From an optimization exercise on the open Yosys and OpenROAD flow, aimed at small area, a short achievable clock period and few clock cycles per item; shortcuts taken in it are not production practice.
Only simulation tests tie the RTL to the original design; equivalence was not proved.

==> flow/design.v (excerpt) <==
module upsample_csc (
    input  logic        clk,
    input  logic        resetn,
    input  logic        start,
    output logic        done,
    input  logic [15:0] sram_read_data,
    output logic [15:0] sram_write_data,
    output logic [17:0] sram_address,
    output logic        sram_we_n
);
For scale: roughly 1900 cells after synthesis, roughly 400 flip-flops, ~55 I/O pins, about 22000 um^2 of cells after synthesis.
Settings: LEC_CHECK=0, ABC_AREA=0, CAP_MARGIN=20, CORE_MARGIN=2, CORE_UTILIZATION=55, CTS_CLUSTER_DIAMETER=100, CTS_CLUSTER_SIZE=28, PLACE_DENSITY=0.7, SLEW_MARGIN=20, SYNTH_HIERARCHICAL=1, SYNTH_MINIMUM_KEEP_SIZE=0; clock period 11.0 ns.
standard.sh (not shown) runs the stock make flow with config.mk's settings and CLKGATE_MAP_FILE= SYNTH_SCRIPT=/design/flow/synth_recipe.tcl, a recipe that flattens the netlist after the stock synthesis.
==> flow/flow/run.sh <==
#!/bin/bash
# Own layout flow: the standard synthesis unchanged, then the standard ORFS steps with
# stronger timing repair (a larger setup margin, all endpoints) and faster port buffers.
# Each step's full output goes to a log file in the work folder.
set -euo pipefail
bash standard.sh synth > synth.log 2>&1
bash standard.sh SETUP_SLACK_MARGIN=7.5 TNS_END_PERCENT=100 \
     BUFFER_PORTS_ARGS="-buffer_cell sky130_fd_sc_hd__buf_4" \
     CTS_ARGS="-sink_clustering_enable -repair_clock_nets -sink_clustering_size 28 -sink_clustering_max_diameter 100 -dont_use_dummy_load" finish > layout.log 2>&1
The baseline passed the timing, design-rule and antenna checks.
Testbench counts at the start, summed over its fixed seeds: cycles 960,180, pixels 384,000.
==> next run, changes <==
--- a/flow/flow/run.sh
+++ b/flow/flow/run.sh
@@ -7,3 +7,2 @@
 bash standard.sh SETUP_SLACK_MARGIN=7.5 TNS_END_PERCENT=100 \
-     BUFFER_PORTS_ARGS="-buffer_cell sky130_fd_sc_hd__buf_4" \
-     CTS_ARGS="-sink_clustering_enable -repair_clock_nets -sink_clustering_size 28 -sink_clustering_max_diameter 100 -dont_use_dummy_load" finish > layout.log 2>&1
+     BUFFER_PORTS_ARGS="-buffer_cell sky130_fd_sc_hd__buf_4" finish > layout.log 2>&1
=> The changed run finished clean. Via count came out higher by 0.36%. Critical path depth is unchanged. Flip-flop and latch count is unchanged. Wire length came out higher by 0.31%. Fmax stays flat. Die area is unchanged.
==> next run, changes <==
Settings changed: ABC_AREA 0 to 1.
After rerunning: Critical path depth increases by 1; via count increases by 9.5%; cell area increases by 0.85%; cell count increases by 11%; die area increases by 1.2%; core utilization is about the same; synthesized cell count increases by 14%; sequential cell count stays the same.
==> next run, changes <==
==> flow/flow/run.sh (replaced) <==
#!/bin/bash
# Own layout flow: the standard synthesis unchanged, then the standard ORFS steps with
# stronger timing repair (a larger setup margin, all endpoints), faster port buffers and
# clock tree synthesis without dummy balancing loads.
# Each step's full output goes to a log file in the work folder.
set -euo pipefail
bash standard.sh synth > synth.log 2>&1
bash standard.sh SETUP_SLACK_MARGIN=7.5 TNS_END_PERCENT=100 \
     BUFFER_PORTS_ARGS="-buffer_cell sky130_fd_sc_hd__buf_4" \
     CTS_ARGS="-sink_clustering_enable -repair_clock_nets -sink_clustering_size 28 -sink_clustering_max_diameter 100 -dont_use_dummy_load" finish > layout.log 2>&1
Settings changed: ABC_AREA 1 to 0.
The new run went through all stages and came out clean.
Global-route usage is lower by 0.19 points.
Core utilization goes down by 0.34 points.
First-iteration DRC count went down by 28%.
Non-clock buffer count came out higher by 8.
Clock skew grows by 19 ps.
==> next run, changes <==
==> flow/flow/run.sh (replaced) <==
#!/bin/bash
# Own layout flow: the standard synthesis unchanged, then the standard ORFS steps with
# stronger timing repair (a larger setup margin, all endpoints) and faster port buffers.
# Each step's full output goes to a log file in the work folder.
set -euo pipefail
bash standard.sh synth > synth.log 2>&1
bash standard.sh SETUP_SLACK_MARGIN=7.5 TNS_END_PERCENT=100 \
     BUFFER_PORTS_ARGS="-buffer_cell sky130_fd_sc_hd__buf_4" \
     CTS_ARGS="-sink_clustering_enable -repair_clock_nets -sink_clustering_size 28 -sink_clustering_max_diameter 100 -dont_use_dummy_load -distance_between_buffers 150" finish > layout.log 2>&1
- flip-flop and latch count stays the same
- cell area is unchanged
- setup slack does not change
- routed wire length does not change
==> next run, changes <==
==> flow/flow/run.sh (replaced) <==
#!/bin/bash
# Own layout flow: the standard synthesis unchanged, then the standard ORFS steps with
# stronger timing repair (a larger setup margin, all endpoints) and faster port buffers.
# Each step's full output goes to a log file in the work folder.
set -euo pipefail
bash standard.sh synth > synth.log 2>&1
bash standard.sh SETUP_SLACK_MARGIN=7.5 TNS_END_PERCENT=100 \
     BUFFER_PORTS_ARGS="-buffer_cell sky130_fd_sc_hd__buf_4" finish > layout.log 2>&1
Settings changed: CORE_UTILIZATION 55 to 65, PLACE_DENSITY 0.7 to 0.8.
The changed run completed with no timing, DRC or antenna violations.
Core utilization goes up by 11 points.
Wire length goes down slightly.
Cell area hardly moves.
Die area goes down by about a fifth.
Clock-buffer cell count goes up by 9.


garnet:
Another version of the RTL of upsample_csc (not shown whole).
Size: about 310 flip-flops, about 55 I/O pins, about 23000 um2 of cells after synthesis.
Settings: LEC_CHECK=0, ABC_AREA=1, CAP_MARGIN=20, CORE_MARGIN=2, CORE_UTILIZATION=40, PLACE_DENSITY=0.6, SLEW_MARGIN=20; clock period 11.0 ns.
run.sh (not shown) runs the stock make flow with config.mk's settings and CLKGATE_MAP_FILE= SYNTH_SCRIPT=/design/flow/synth_recipe.tcl, a recipe that flattens the netlist after the stock synthesis.
Stock flow here: none of the scripts above is used.
Testbench counts of garnet, summed over its fixed seeds: cycles 960,155, pixels 384,000.
diff inputs: garnet => willow
Settings: CORE_UTILIZATION changed from 40 to 60; PLACE_DENSITY changed from 0.6 to 0.75; ABC_AREA removed (was 1).
Findings:
Diff garnet..willow | flip-flop and latch count | unchanged. Shortest period the worst path allows, willow and garnet, higher one = willow. willow vs garnet — post-synthesis cell area dropped about 3.7%. Sum of routed wire length over all layers was higher in garnet than in willow. Looking at critical path depth, willow sits 5 below garnet. Going from garnet to willow, fill cell instance count of the final layout went down 51%, met3 wire length went up. Sort willow and garnet by final non-filler cell total asc -> top: willow. Relative to garnet, the cell area after placement of willow is lower by 5.1%.
Modified inputs, delta compared to willow
Settings: ABC_AREA newly set to 1; CORE_UTILIZATION changed from 60 to 40; PLACE_DENSITY changed from 0.75 to 0.6.
==> flow/flow/run.sh (new file) <==
#!/bin/bash
# Own layout flow: the standard synthesis unchanged, then the standard ORFS steps with
# stronger timing repair (a larger setup margin, all endpoints) and faster port buffers.
# Each step's full output goes to a log file in the work folder.
set -euo pipefail
bash standard.sh synth > synth.log 2>&1
bash standard.sh SETUP_SLACK_MARGIN=${MARGIN:-7} TNS_END_PERCENT=100 \
     BUFFER_PORTS_ARGS="-buffer_cell sky130_fd_sc_hd__buf_4" finish > layout.log 2>&1
==> flow/standard.sh (new file) <==
#!/bin/bash
# synth_recipe.tcl (not shown) runs the flow's synth.tcl, then flattens the netlist and writes it again
# the make line also repeats each setting of config.mk as NAME=value (left out here)
make -C /OpenROAD-flow-scripts/flow DESIGN_CONFIG=/design/flow/config.mk WORK_HOME=/design/flow/orfs CLKGATE_MAP_FILE= SYNTH_SCRIPT=/design/flow/synth_recipe.tcl "${@:-finish}"
removed: flow/run.sh
--- outcome ---
On fraction of synthesized area in multiplexers: between delta and willow, it ends up lower for delta.
For the utilization, delta came in 18 points lower than willow did.
Area occupied by multi-input gates: delta > willow
Having completed the whole flow, delta delivered a layout that passed the timing, design-rule and antenna checks.
Changes in maple relative to delta:
Settings: a deleted ABC_AREA that had been 1.
==> flow/run.sh (new file) <==
#!/bin/bash
# synth_recipe.tcl (not shown) runs the flow's synth.tcl, then flattens the netlist and writes it again
# the make line also repeats each setting of config.mk as NAME=value (left out here)
make -C /OpenROAD-flow-scripts/flow DESIGN_CONFIG=/design/flow/config.mk WORK_HOME=/design/flow/orfs CLKGATE_MAP_FILE= SYNTH_SCRIPT=/design/flow/synth_recipe.tcl finish
removed: flow/flow/run.sh
removed: flow/standard.sh
- Of maple and delta, delta shows the lower effective utilization at floorplan, with maple above it.
- | detailed placer's ending HPWL | maple vs delta | better |
- Summary of maple over delta: post-placement cell area lost 950 um2, shortest period the worst path allows picked up an extra 1.31 ns.
- What delta reported for count of different cell masters after synthesis has to be multiplied by 1.2 to get the figure for maple.


upsample_csc, a different RTL version from the one above (not shown whole).
Size: ~450 flip-flops, roughly 55 I/O pins, roughly 25000 um^2 of cells after synthesis.
Settings: LEC_CHECK=0, ABC_AREA=1, CAP_MARGIN=20, CORE_MARGIN=2, CORE_UTILIZATION=40, PLACE_DENSITY=0.6, SLEW_MARGIN=20; clock period 11.0 ns.
standard.sh (not shown) runs the stock make flow with config.mk's settings and CLKGATE_MAP_FILE= SYNTH_SCRIPT=/design/flow/synth_recipe.tcl, a recipe that flattens the netlist after the stock synthesis.
==> flow/flow/run.sh <==
#!/bin/bash
# Own layout flow: the standard synthesis unchanged, then the standard ORFS steps with
# stronger timing repair (a larger setup margin, all endpoints) and faster port buffers.
# Each step's full output goes to a log file in the work folder.
set -euo pipefail
bash standard.sh synth > synth.log 2>&1
bash standard.sh SETUP_SLACK_MARGIN=7.5 TNS_END_PERCENT=100 \
     BUFFER_PORTS_ARGS="-buffer_cell sky130_fd_sc_hd__buf_4" finish > layout.log 2>&1
Testbench counts at the start, summed over its fixed seeds: cycles 960,175, pixels 384,000.
Change:
--- a/flow/flow/run.sh
+++ b/flow/flow/run.sh
@@ -6,3 +6,3 @@
 bash standard.sh synth > synth.log 2>&1
-bash standard.sh SETUP_SLACK_MARGIN=7.5 TNS_END_PERCENT=100 \
+bash standard.sh SETUP_SLACK_MARGIN=8.0 TNS_END_PERCENT=100 \
      BUFFER_PORTS_ARGS="-buffer_cell sky130_fd_sc_hd__buf_4" finish > layout.log 2>&1
- ABC_AREA: 1 -> 0
The changed run finished clean.
Wire length came out lower by 1.0%.
Worst hold slack is about the same.
Clock-buffer cell count came out lower by 5.
Register-to-register slack is better by 0.25 ns.
Utilization came out higher by 2.5 points.
Setup slack is better by 0.0062 ns.
Change:
--- a/flow/flow/run.sh
+++ b/flow/flow/run.sh
@@ -6,3 +6,3 @@
 bash standard.sh synth > synth.log 2>&1
-bash standard.sh SETUP_SLACK_MARGIN=8.0 TNS_END_PERCENT=100 \
+bash standard.sh SETUP_SLACK_MARGIN=7.5 TNS_END_PERCENT=100 \
      BUFFER_PORTS_ARGS="-buffer_cell sky130_fd_sc_hd__buf_4" finish > layout.log 2>&1
After rerunning: The changed run finished clean; clock skew hardly moves; global-route usage falls by 0.80 points; sequential cell count does not change; core utilization falls by 2.2 points; cell count decreases by a few percent; sequential share of layout area came out higher by 1.3 points; worst setup slack got worse by 0.0035 ns; wire length went down by a few percent; design area is lower by a few percent.
Change:
- CTS_BUF_LIST: default -> sky130_fd_sc_hd__clkbuf_4 sky130_fd_sc_hd__clkbuf_8
Sequential share of layout area came out lower by 0.12 points.
Worst setup slack gets worse by 0.032 ns.
Design area came out higher by 0.32%.
Synthesized area does not change.
Core utilization came out higher by 0.14 points.

-- port drivers added, routing unchanged --
The results above use ideal ports. As a check the final layouts listed here were re-extracted and re-timed, cells and wires unchanged. Step 1 assumes that a clkbuf_16 drives the clock port and a buf_2 every other input. Step 2 moves the port delays by t, midway between the first and last clock arrival at a register: inputs arrive t later, outputs are due t later. That takes back most of the time a late clock gives input paths. a / b / c = ideal / step 1 / step 2; a / b = the first two.
run	t, ns	setup slack, ns	pins driven straight from the clock port
the first run of note 1	0.585	7.636 / 7.593 / 7.636	1
the second run of note 1	0.599	7.628 / 7.582 / 7.628	1
the third run of note 1	0.589	7.516 / 7.516 / 7.516	1
the fourth run of note 1	0.585	7.636 / 7.593 / 7.636	1
the fifth run of note 1	0.585	7.636 / 7.593 / 7.636	1
the sixth run of note 1	0.595	7.600 / 7.600 / 7.600	1
garnet	0.619	5.733 / 5.733 / 5.733	1
willow	0.620	5.159 / 5.159 / 5.159	1
delta	0.619	6.441 / 6.441 / 6.441	1
maple	0.617	5.135 / 5.135 / 5.135	1
the first run of note 3	0.655	7.557 / 7.499 / 7.557	1
the second run of note 3	0.647	7.564 / 7.505 / 7.710	1
the third run of note 3	0.647	7.560 / 7.502 / 7.601	1
the fourth run of note 3	0.698	7.529 / 7.474 / 7.620	1
After both steps setup and hold are still met in every run listed.
